Source: an optimization exercise on an open RTL-to-GDS flow (aim: small area, a short achievable clock period and few clock cycles per item). Production flows keep margins and buffers that such runs may drop. The RTL was checked by simulation tests, not by an equivalence proof against the original design.

## flow/design.v (module list and top-level ports; edited modules follow where they fit)
// module melendez_mult: 714 lines
// module mm_fa: 6 lines
// module mm_fa1: 6 lines
// module mm_bsel: 5 lines
// module mm_ha: 6 lines
// module mm_add: 395 lines
// module mm_pg: 6 lines
// module mm_inv: 5 lines
// module mm_blackp: 6 lines
// module mm_grayp: 5 lines
// module mm_blackn: 6 lines
// module mm_grayn: 5 lines
module melendez_mult (rst, clk, multiplier, multiplicand, product, done);
  // ...
==> flow/flow/run.sh <==
#!/bin/bash
set -euo pipefail
export BUFFER_PORTS_ARGS="-buffer_cell sky130_fd_sc_hd__buf_2"
bash standard.sh synth > flow_synth.log 2>&1
odb=orfs/results/sky130hd/melendez_mult/base/1_synth.odb
openroad -no_init -exit flow/downsize.tcl > flow_downsize.log 2>&1
bash standard.sh > flow_layout.log 2>&1
==> flow/flow/downsize.tcl <==
# Set every logic gate of the synthesized netlist to the smallest drive strength of
# its family (flip-flops, adders, buffers, inverters and tie cells are left alone).
set odb orfs/results/sky130hd/melendez_mult/base/1_synth.odb
read_db $odb
set db [ord::get_db]
set block [ord::get_db_block]
set n 0
set before 0.0
set after 0.0
foreach inst [$block getInsts] {
  set m [$inst getMaster]
  set name [$m getName]
  if {![regexp {^(sky130_fd_sc_hd__([a-z0-9]+))_([0-9]+)$} $name -> base fam drive]} { continue }
  if {[regexp {^(buf|inv|clkbuf|clkinv|clkinvlp|dfxtp|edfxtp|dfxbp|dfrtp|dfstp|fa|ha|conb|dlygate|clkdlybuf|dlymetal|bufbuf|lpflow|tap|fill|decap|mux2i|mux2)} $fam]} { continue }
  set best ""
  foreach d {1 0} {
    set cand [$db findMaster ${base}_$d]
    if {$cand != "NULL"} { set best $cand; break }
  }
  if {$best == "" || [$best getName] == $name} { continue }
  set before [expr {$before + [$m getWidth] * [$m getHeight] / 1e6}]
  set after [expr {$after + [$best getWidth] * [$best getHeight] / 1e6}]
  if {[$inst swapMaster $best]} { incr n }
}
puts "downsized $n instances: area $before -> $after um2"
write_db $odb
==> flow/standard.sh <==
#!/bin/bash
# synth_recipe.tcl (not shown) runs the flow's synth.tcl, then flattens the netlist and writes it again
# the make line also repeats each setting of config.mk as NAME=value (left out here)
make -C /OpenROAD-flow-scripts/flow DESIGN_CONFIG=/design/flow/config.mk WORK_HOME=/design/flow/orfs CLKGATE_MAP_FILE= SYNTH_SCRIPT=/design/flow/synth_recipe.tcl "${@:-finish}"
==> flow/config.mk <==
export PLATFORM = sky130hd
export DESIGN_NAME = melendez_mult
export DESIGN_NICKNAME = melendez_mult
export VERILOG_FILES = /design/flow/design.v
export SDC_FILE = /design/flow/constraint.sdc
export NUM_CORES = 4
export LEC_CHECK = 0
export CAP_MARGIN = 20
export CORE_MARGIN = 2
export CORE_UTILIZATION = 40
export CTS_BUF_LIST = sky130_fd_sc_hd__clkbuf_4 sky130_fd_sc_hd__clkbuf_8
export SETUP_SLACK_MARGIN = 1.1
export SLEW_MARGIN = 20
export SYNTH_HIERARCHICAL = 1
export SYNTH_MINIMUM_KEEP_SIZE = 0
==> flow/constraint.sdc <==
create_clock -name core_clock -period 5.0 [get_ports {clk}]
set_input_delay 1.0000 -clock core_clock [delete_from_list [all_inputs] [get_ports {clk}]]
set_output_delay 1.0000 -clock core_clock [all_outputs]
set_load 0.01 [all_outputs]
==> results.cfg, run 1 <==
[logic_synthesis]
synth_warnings = 7

[hold_path]
hold-path-endpoint = cnt[1]
hp-class = register to register

[floorplanning]
start_util_pct = 40.44
io_pins = 131

[sta]
rsz0062_at_grt = yes
holdWs_ps = 569.3
setup_tns_ps = 0
period_share_pct = 77.61

[placed_design]
preCtsSetupSlack_ps = 172.1
placed_cell_area_mm2 = 0.01294

[routing]
wl_met1_um = 14860
viasPerCell = 5.771
drt_wl_total_um = 35880
first_iter_violations = 777
drc_errors = 0
ant_nets = 0

[worst_setup_path]
r2r_start = first_q
startpoint_type = register
end_kind = primary output
crit_buf_inv = 2
r2r_cells = 11
cp_common_cell = o21ai_2

[final_layout]
area_growth_pct = 21.98
mostFrequentLayoutCell = xnor2_1
regArea_mm2 = 0.003477

[status]
status = complete, no violations

[clocking]
insertion_delay_ps = 480
Testbench counts, summed over its fixed seeds: cycles 2,296, products 384.
==> run 2, diff against run 1 <==
--- a/flow/config.mk
+++ b/flow/config.mk
@@ -9,7 +9,7 @@
 export CORE_MARGIN = 2
 export CORE_UTILIZATION = 40
 export CTS_BUF_LIST = sky130_fd_sc_hd__clkbuf_4 sky130_fd_sc_hd__clkbuf_8
-export SETUP_SLACK_MARGIN = 1.1
+export SETUP_SLACK_MARGIN = 1.0
 export SLEW_MARGIN = 20
 export SYNTH_HIERARCHICAL = 1
 export SYNTH_MINIMUM_KEEP_SIZE = 0
==> run 2 against run 1 <==
  * Still clean
  * Sequential share of layout area increased by 0.46 points
  * Final area down 1.8%
  * Count of clock-buffer cells in the layout shrank 1
  * Critical path depth is the same
  * Register-to-register slack lost 30 ps
  * Clock skew fell by 10 ps
  * Synthesized cell count stayed put
  * Global-route usage down 0.13 points
==> results.cfg, run 2 <==
[floorplanning]
row_count = 62
core_area_mm2 = 0.02855
die_area_mm2 = 0.03023
start_util_pct = 40.44
io_pins = 131
die_y_um = 173.9
die_x_um = 173.9

[logic_synthesis]
syn_area_mm2 = 0.01154
avgSynthCellArea_um2 = 11.50
synthCells = 1004
synth_warnings = 7

[clocking]
cts_tree = yes
cts_root_buf = clkbuf_8
hold_buffers = 0
cts_made_buffers = 17
insertion_delay_ps = 460
clock_sinks = 120
cts_buffer_depth = 2
clkTransAtPathRegs_ps = 90
h-tree-depth = 4

[placed_design]
placed_cell_area_mm2 = 0.01294
numPortBuffers = 130
gp_congestion = 0.8692
dp_hpwl_um = 24900
preCtsSetupSlack_ps = 173.2

[worst_setup_path]
end_kind = primary output
worstPathArrival_ps = 2910
path_class = register to primary output
required_ps = 4000
r2r_start = first_q
startpoint_type = register
crit_start = pa_q[2]
crit_path_max_fanout = 5

[sta]
tightest_slew_ps = 784.7
setup_ws_ps = 1093
setup_viol = 0
rsz0062_at_grt = no
period_share_pct = 78.15
clock.fmax_mhz = 255.9
final-max-slew-violation-count = 0
setup_tns_ps = 0
fin_skew_ps = 15.28
slew_headroom_pct = 47.58
min_period_ps = 3907
finalHoldViolCount = 0

[final_layout]
final_cell_mix = 167 x xnor2_1, 131 x a22oi_1, 131 x fa_1
drive_gt1_share_pct = 22.50
multiInputGateArea_mm2 = 0.008287
antenna_cells = 0
mostFrequentLayoutCell = xnor2_1
area_growth_pct = 19.74
n_fill_cell = 2696
regArea_mm2 = 0.003477
fin_area_mm2 = 0.01382
nets = 1452
reg.largest.list = c_q (33), s_q (33), lo_q (24)

[hold_path]
hp-class = register to register
min_from = cnt[1]

[routing]
viasPerCell = 5.725
drt_wl_total_um = 35370
drc_errors = 0
first_iter_violations = 846
ant_nets = 0
vias = 9069
dr.pass1.iters = 6
wl_per_cell_um = 22.33

[global_routing]
grt_max_degree = 48
grt_pass1_vias = 9386
grt_pass1_wl_um = 54880
antenna_found_initial = 0
grtUsageTotal_pct = 23.72
gr-total-overflow = 0

[status]
status = complete, no violations

[job]
cap_violations = 0
[run 2: metal layers]
layer  track usage [%]  part of all wire, %  up-vias
met5                 0                    0        -
met4             7.143                  2.0        0
met3             3.596                  7.3       42
met2             38.45                   48      393
met1             33.00                   42     4602
li1                  -                    -     4032
[run 2: area by class of cell]
cell class	instances	area share, %
Sequential cell	120	25.16
Inverter	33	0.9776
Clock buffer	17	1.693
Multi-Input combinational cell	846	59.95
Timing Repair Buffer	169	7.894
Tap cell	384	3.476
Clock inverter	15	0.8509
[run 2: worst paths after layout]
check / endpoint / cells past startpoint / slack [ps]
worst max register to register: s_q[6] / 11 / 1200
worst max-delay path: product[51] / 9 / 1090
worst min-delay path: cnt[1] / 2 / 580
worst min register to register: cnt[1] / 2 / 580
[run 2: repair_timing]
item | 4_1_cts | 5_1_grt
pin swaps | 1 | 8
cloned | 1 | 0
endpoints found under the setup margin | 71 | 64
buffers inserted | 5 | 13
gates resized for setup | 23 | 55
[run 2: per-stage QoR]
step | hold slack (ps) | instances | util [%]
floorplan | 517.5 | 1015 | -
detailed placement | 572.1 | 1533 | 45.33
global placement | 549.8 | 1533 | 45.33
finish | 582.6 | 1584 | 48.42
global route | 605.2 | 1584 | 48.42
CTS | 587.1 | 1571 | 47.19
[run 2: critical path: stages, from the launching register on]
cell and delay [ps]:
edfxtp_1 450, ha_1 420, nand2_1 140, o21ai_4 280
inv_1 140, o21ai_2 380, a21oi_2 170, buf_4 160
xnor2_1 140, buf_2 150

==> afterwards: timing with drivers on the ports <==
The flow's constraints put no driver on any port. The routed layouts listed below were extracted and timed again, unchanged, in two steps. Step 1 (the two cells are an assumption about what drives the block):
set clk [get_ports {clk}]
set_driving_cell -lib_cell sky130_fd_sc_hd__clkbuf_16 $clk
set_driving_cell -lib_cell sky130_fd_sc_hd__buf_2 [delete_from_list [all_inputs] $clk]
Step 2 adds t to the input delays and takes it off the output delays; t is the mean of the earliest and latest rising clock arrival at the registers after step 1. Input paths then give back, and output paths get back, about the clock's delay inside the block. Three values: ideal ports, drivers, drivers and shift; two values: the first two.
| run | t, ns | setup slack, ns | clock arrival spread, ns | worst data-port slew with drivers (ns) | pins driven straight from the clock port |
|---|---|---|---|---|---|
| run 1 | 0.510 | 1.119 / 1.078 / 0.693 | 0.026 / 0.027 | 0.06 | 1 |
| run 2 | 0.501 | 1.093 / 1.046 / 0.622 | 0.016 / 0.016 | 0.05 | 1 |
After both steps setup and hold are still met in every run listed. The setup slack of run 2, which loses most, moves by -0.047 ns with the drivers and by -0.471 ns with both steps.
